Context: an optimization exercise on an open-source flow, tuned for small area, a short achievable clock period and few clock cycles. The choices shown serve that exercise and are no tape-out recipe.
Only simulation tests tie the RTL to the original design; equivalence was not proved.
Power figures rest on the tool's default switching activity, not on a simulated workload.

[design.v]
`timescale 1ns/100ps
`default_nettype none
module milestone1(
   input  logic        clock,
   input  logic        resetn,
   input  logic [15:0] SRAM_read_data,
   output logic [17:0] SRAM_address,
   output logic [15:0] SRAM_write_data,
   output logic        SRAM_we_n,
   input  logic        M1_start,
   output logic        M1_end
);
logic [4:0]  t;
logic        run;         
logic [6:0]  gr;          
logic [15:0] yaddr;       
logic [14:0] caddr;       
logic [17:0] waddr;       
logic        first;       
wire last_grp  = (gr == 7'd79);
wire img_done  = yaddr[15] & yaddr[12] & yaddr[10] & yaddr[9];  
logic [7:0]  win [1:11];    
logic [7:0]  st_u, st_v;    
logic [15:0] ybuf;
logic signed [9:0] cu, cv;  
logic [7:0]  h1, h2;        
wire [8:0] s1 = win[5] + win[7];
wire [8:0] s3 = win[3] + win[9];
wire [8:0] s5 = win[1] + win[11];
wire signed [17:0] isum = $signed({9'd0, s1}) * 18'sd159 - $signed({9'd0, s3}) * 18'sd52
                        + $signed({9'd0, s5}) * 18'sd21 + 18'sd128;
wire signed [9:0] ival = isum[17:8];
wire odd_px = (t == 5'd1) || (t == 5'd4);
wire [7:0] px_y = odd_px ? ybuf[7:0] : ybuf[15:8];
wire signed [9:0] px_u = odd_px ? cu : $signed({2'b00, win[4]});
wire signed [9:0] px_v = odd_px ? cv : $signed({2'b00, win[5]});
wire signed [27:0] yy = $signed({20'd0, px_y}) * 28'sd76284;
wire signed [27:0] r_x = yy + px_v * 28'sd104595 - 28'sd14608704;
wire signed [27:0] g_x = yy - px_u * 28'sd25624 - px_v * 28'sd53281 + 28'sd8879296;
wire signed [27:0] b_x = yy + px_u * 28'sd132251 - 28'sd18148672;
function automatic [7:0] clip(input logic signed [27:0] x);
   if (x[27])            clip = 8'd0;
   else if (|x[26:24])   clip = 8'd255;
   else                  clip = x[23:16];
endfunction
wire [7:0] r8 = clip(r_x);
wire [7:0] g8 = clip(g_x);
wire [7:0] b8 = clip(b_x);
logic       sh;            
logic [1:0] shsrc;         
always_comb begin
   sh = 1'b0; shsrc = 2'd3;
   case (t)
      5'd0:  begin sh = 1'b1; shsrc = (gr >= 7'd78) ? 2'd3 : 2'd0; end
      5'd1:  begin sh = 1'b1; shsrc = (gr >= 7'd78) ? 2'd3 : 2'd0; end
      5'd9, 5'd10, 5'd17: begin sh = 1'b1; shsrc = 2'd0; end
      5'd18: begin sh = last_grp; shsrc = 2'd0; end
      5'd11, 5'd12, 5'd13, 5'd14: begin sh = 1'b1; shsrc = 2'd3; end
      5'd15: begin sh = 1'b1; shsrc = 2'd1; end
      5'd16: begin sh = 1'b1; shsrc = 2'd2; end
      5'd19: begin sh = 1'b1; shsrc = (gr == 7'd78) ? 2'd3 : 2'd1; end
      5'd20: begin sh = 1'b1; shsrc = (gr == 7'd78) ? 2'd3 : 2'd2; end
      default: ;
   endcase
end
logic [7:0] sh_in;
always_comb begin
   case (shsrc)
      2'd0: sh_in = SRAM_read_data[15:8];
      2'd1: sh_in = st_u;
      2'd2: sh_in = st_v;
      default: sh_in = win[10];
   endcase
end
always_ff @(posedge clock) begin
   if (run && sh) begin
      for (int i = 1; i < 11; i++) win[i] <= win[i+1];
      win[11] <= sh_in;
   end
   if (run && (t == 5'd0 || t == 5'd9 || t == 5'd17)) st_u <= SRAM_read_data[7:0];
   if (run && (t == 5'd1 || t == 5'd10 || (t == 5'd18 && last_grp))) st_v <= SRAM_read_data[7:0];
   if (run && (t == 5'd2 || t == 5'd21)) ybuf <= SRAM_read_data;
   if (run && (t == 5'd1 || t == 5'd20)) cu <= ival;
   if (run && (t == 5'd2 || t == 5'd21)) cv <= ival;
   case (t)
      5'd0, 5'd3: h1 <= b8;
      5'd1, 5'd4: begin h1 <= g8; h2 <= b8; end
      default: ;
   endcase
end
wire wr_slot = (t <= 5'd5);
always_ff @(posedge clock or negedge resetn) begin
   if (!resetn) begin
      t <= 5'd6;
      run <= 1'b0;
      gr <= 7'd79;
      yaddr <= 16'd0;
      caddr <= 15'd0;
      waddr <= 18'd146944;
      SRAM_address <= 18'd0;
      SRAM_we_n <= 1'b1;
      M1_end <= 1'b0;
   end else begin
      if (!run) begin
         SRAM_we_n <= 1'b1;
         if (M1_start && !M1_end) run <= 1'b1;
      end else begin
         if (t == 5'd6 && last_grp && img_done) begin
            run <= 1'b0;
            M1_end <= 1'b1;
         end
         if (t == 5'd21) begin
            t <= 5'd0;
            gr <= last_grp ? 7'd0 : gr + 7'd1;
         end else if (t == 5'd5 && !last_grp)
            t <= 5'd18;
         else
            t <= t + 5'd1;
         SRAM_we_n <= 1'b1;
         case (t)
            5'd0, 5'd1, 5'd2, 5'd3, 5'd4, 5'd5: begin
               SRAM_we_n <= 1'b0;
               SRAM_address <= waddr;
               waddr <= waddr + 18'd1;
            end
            5'd18, 5'd21: begin
               SRAM_address <= {2'b00, yaddr};
               yaddr <= yaddr + 16'd1;
            end
            5'd6, 5'd14, 5'd19: SRAM_address <= 18'd38400 + caddr;
            5'd7, 5'd15, 5'd20: SRAM_address <= 18'd57600 + caddr;
            default: ;
         endcase
         if ((t == 5'd7 || t == 5'd15) || (t == 5'd20 && gr < 7'd77) || (t == 5'd20 && gr == 7'd79))
            caddr <= caddr + 15'd1;
      end
   end
end
always_ff @(posedge clock) begin
   case (t)
      5'd0, 5'd3: SRAM_write_data <= {r8, g8};
      5'd1, 5'd4: SRAM_write_data <= {h1, r8};
      5'd2, 5'd5: SRAM_write_data <= {h1, h2};
      default: ;
   endcase
end
endmodule
[config.mk]
export PLATFORM = sky130hd
export DESIGN_NAME = milestone1
export DESIGN_NICKNAME = milestone1
export VERILOG_FILES = /design/flow/design.v
export SDC_FILE = /design/flow/constraint.sdc
export NUM_CORES = 4
export LEC_CHECK = 0
export CAP_MARGIN = 20
export CORE_MARGIN = 2
export CORE_UTILIZATION = 40
export SLEW_MARGIN = 20
[run.sh]
#!/bin/bash
# synth_recipe.tcl (not shown) runs the flow's synth.tcl, then flattens the netlist and writes it again
# the make line also repeats each setting of config.mk as NAME=value (left out here)
make -C /OpenROAD-flow-scripts/flow DESIGN_CONFIG=/design/flow/config.mk WORK_HOME=/design/flow/orfs CLKGATE_MAP_FILE= SYNTH_SCRIPT=/design/flow/synth_recipe.tcl finish
[constraint.sdc]
create_clock -name core_clock -period 11.0 [get_ports {clock}]
set_input_delay 2.2000 -clock core_clock [delete_from_list [all_inputs] [get_ports {clock}]]
set_output_delay 2.2000 -clock core_clock [all_outputs]
set_load 0.01 [all_outputs]
==> notes.md <==
- The run finished with no timing, DRC or antenna violations.
* Post-route cell area: 31500 um^2
* Worst slew slack as a fraction of its limit: 32.0%
- Global routing used 1.07% of the available met3 tracks.
- Sorting the synthesized cells by area gives the leading types as ha_1 25%, edfxtp_1 18%, fa_1 18%.
* Synth top area share: 24.9%
* Total Neg Setup Slack: 0 ps
* Total Die Area: 73300 um^2
* Reg2Reg Setup Slack: 530 ps
- The net count of the finished layout is 3645.
- Most numerous cell in the Yosys netlist: ha_1
- Count of vias placed by the detailed router: 19100
* Area Overhead vs Synth: 10.6%
- Counting instances, the worst hold path has a depth of 0.
* Clock tree buffer depth: 3
- Synthesis produced a netlist with a net count of 3543.
- Counting cells, the worst reg-to-reg path comes to 40.
* DR iter-0 viols: 994
- After synthesis the netlist holds a flip-flop and latch count of 254.
* Core Box Area: 70300 um^2
- CP max-delay cell: dfstp_2
- After layout, the worst path uses 95.2% of the clock period.
- Endpoint of the worst register-to-register path: SRAM_write_data[1]$_DFFE_PP_
- GR met1 Demand/Resource: 27.2%
* Cts bufs inserted: 27
- Minimum clock period after layout: 10470 ps
- Internal power of the cells: 0.00158 W
- Setup violations remaining at the end of the flow were counted as 0.
* Final Max Tran Viols: 0
- VDD sags by at most 112 uV.
- Of the total power, registers draw 51.2%.
- Excluding fillers, the count of instances in the completed layout stands at 3767.
- Top cells by instance count after synthesis: 567 x ha_1, 560 x inv_1, 253 x fa_1, 172 x edfxtp_1, 118 x nand2_1
* Arrival time of the worst setup path: 10860 ps
- Gr busiest metal: met2
- Cell type with the highest aggregate area in the netlist: ha_1
- Warnings from Yosys: 2
- From bottom edge to top edge, the die measures 271 um.
- For the pin with the worst max-slew slack, the measured transition is 1020 ps.
* Maximum clock frequency: 95.5 MHz
- For this run, design rule violations remaining after detail routing come to 0.
- Kind of start point of the critical path: flip-flop
- Once detail routing completed, the nets flagged for antenna violations numbered 0.
- The number of hold violations in the final report came to 0.
- Unrepaired setup endpoints after global routing: no
- WHS: 413 ps
* Final global-route overflow total: 0
- On the worst path, the slowest cell contributes a delay of 560 ps.
- Max-Cap Viols: 0
* Total routing resource utilization after global routing: 19.1%
- Pin count of the biggest net entering global routing: 83
* Total wire length: 69000 um
- CTS HTree Levels: 1
* Die width: 271 um
* Fraction of registers with async set or reset after synthesis: 32.3%
- GRT met2 Usage: 32.2%
* Wire length of the first global-routing pass: 111000 um
* Net Sw Frac: 20.2%
- The critical path in this run is classified as reg -> reg.
- Clock skew on the completed layout was measured at 27.6 ps.
- The worst hold path begins at win[8][2]$_DFFE_PP_.
* HPWL after detailed placement: 58800 um
- STA classifies the critical path endpoint as a flip-flop.
- For the worst-skew pair, the clock arrives at the later sink with an insertion delay of 560 ps.
* Instance area after placement: 30400 um^2
- Number of placed cells counting well taps: 3710
- For this design the ratio of total power to cell area is 62.8 nW/um^2.
* Hold endpoint: win[7][2]$_DFFE_PP_
- Mean instance size in the synthesized netlist: 10.5 um^2
* Dominant synthesized flop cell: edfxtp_1
- Dividing the detail-routed wire length by the instance count gives 18.3 um.
* Critical path's most frequent cell: ha_1
* 1st-pass router iterations: 7
- Post-DR vias/cell: 5.06
- Worst reg2reg path startpoint: t[1]$_DFFE_PN1P_
* Final Wtd Congestion: 0.940
* Number of enable flip-flop cells after synthesis: 172
* Antenna violations before repair: 1
* Netlist area before placement: 28500 um^2
- The clock drives 254 sinks.
- Port buffering added 54 buffers.
* Root Buffer Master: clkbuf_16
* Ports: 55
* Number of distinct library cell variants in the gate-level netlist after synthesis: 86
* Vias in the first global route: 20200
- Antenna diodes: 0
- Highest fanout seen on the critical path: 25
- The initial utilization of the core area, before any placement, comes to 40.5%.
* Comb pwr share: 0.7%
- For the worst setup path, the data required time is 11380 ps.
* TritonCTS clock tree: done
- Synthesis handed over a netlist of 2704 instances.
* HP Class: reg -> reg
- Standard-cell rows: 97
* Worst-path clk slew: 70 ps
- Summed over all cells, the static leakage comes to 15.3 nW.
- Share of post-route cells with drive strength above 1: 6.54%
- In this run the power spent charging and discharging nets is 0.000399 W.
- In this run, the clock network consumes 48.1% of the power.
- Sequential share of the synthesized area: 25.4%
logic make-up after synthesis:
kind of cell               synth area share, %
AOI/OAI and AO/OA                         9.76
and+or+nand+nor                           6.74
buffers and inverters                     7.88
muxes                                     2.37
adders and majority gates                 42.7
xor gates and xnor gates                  5.14
DFF                                       25.4
critical path, delay by kind of cell (launching register included):
kind / cells / cell delay, ps
adders and majority gates: 13 / 4980
DFF: 1 / 560
muxes: 2 / 600
buffers and inverters: 6 / 600
AOI/OAI and AO/OA: 12 / 2710
and+or+nand+nor: 5 / 530
xor gates and xnor gates: 2 / 300
power groups by stage:
stage / Sequential [W] / Clock, W / Combinational (W)
final: 0.00101 / 0.000951 / 0.0000144
after global routing: 0.00101 / 0.00100 / 0.0000161
after CTS: 0.00101 / 0.000970 / 0.0000147
after detailed placement: 0.00103 / 0 / 0.0000147
after global placement: 0.00103 / 0 / 0.0000145
after floorplan: 0.00103 / 0 / 0.000000162
state kept, by name, indices dropped and copies added, names as in the netlist, 10 cells and up:
register         cells
cu                  10
waddr               18
win                 88
yaddr               16
ybuf                16
SRAM_write_data     16
cv                  10
SRAM_address        18
caddr               15
per-stage QoR:
stage	util [%]	setup WS (ps)	power (W)
after global routing	44.8	43.0	0.00203
final	44.8	528	0.00198
after CTS	44.6	325	0.00200
after global placement	43.3	481	0.00105
after floorplan	-	1030	0.00103
after detailed placement	43.3	331	0.00105
worst max-delay path by stage:
stage,start,to,slack (ps)
floorplan,t[0]$_DFFE_PN0P_,h1[7]$_DFFE_PP_,1030
global placement,t[3]$_DFFE_PN0P_,h1[7]$_DFFE_PP_,480
detailed placement,t[3]$_DFFE_PN0P_,h1[3]$_DFFE_PP_,330
CTS,t[3]$_DFFE_PN0P_,h1[3]$_DFFE_PP_,330
global route,t[3]$_DFFE_PN0P_,SRAM_write_data[7]$_DFFE_PP_,40
finish,t[1]$_DFFE_PN1P_,SRAM_write_data[1]$_DFFE_PP_,530
cells in the final DEF (no fill, tap or decap), types with 16 or more instances in the layout:
cell type	instances
a21o_1	38
a21oi_1	116
and3_1	20
buf_4	44
clkbuf_16	27
clkdlybuf4s50_1	53
dfrtp_1	68
edfxtp_1	172
fa_1	252
ha_1	566
inv_1	559
mux2_2	20
mux2i_1	42
nand2_1	113
nand3_1	37
nand4_1	20
nor2_1	103
nor3_1	20
o21a_1	16
o21ai_0	75
o21bai_1	25
xnor2_1	113
xor2_1	52
timing repair:
action | in CTS | in global routing
buffers inserted | 0 | 6
endpoints found under the setup margin | 0 | 30
hold buffers | 0 | 0
resized for setup | 0 | 19
metal layers:
layer | routed length, um | up-vias
li1 | - | 9325
met1 | 33100 | 9405
met2 | 32500 | 298
met3 | 1990 | 45
met4 | 1370 | 0
met5 | 0 | -
layout make-up:
type | count | area (um^2)
clock buffers | 32 | 714
clock inverters | 18 | 205
fillers | 6620 | 38800
inverters | 562 | 2110
multi-input cells | 1859 | 19100
flip-flops and latches | 254 | 7230
well taps | 940 | 1180
repair buffers | 102 | 943
Testbench counts, summed over its fixed seeds: cycles 1,169,292.

[separate check: timing with driven ports]
How much do the figures lean on ideal ports? The routed layout below was timed once more, with nothing changed but the port constraints. Step 1: set_driving_cell puts a clkbuf_16 on clock and a buf_2 on each other input, an assumption about the parent block. Step 2 also shifts input and output timing later by t, the mid clock arrival at the registers, as if the neighbouring blocks saw the same clock. a / b / c = ideal ports / drivers / drivers and shift; a / b = the first two.
shift t [ns]: 0.588
setup slack, ns: 0.528 / 0.528 / 0.528
worst setup path at the end: register to register
worst slew at a driven data input, ns: 0.04
After both steps setup and hold are still met in this run. For this run, drivers alone change the setup slack by 0.000 ns; drivers and shift together by 0.000 ns.
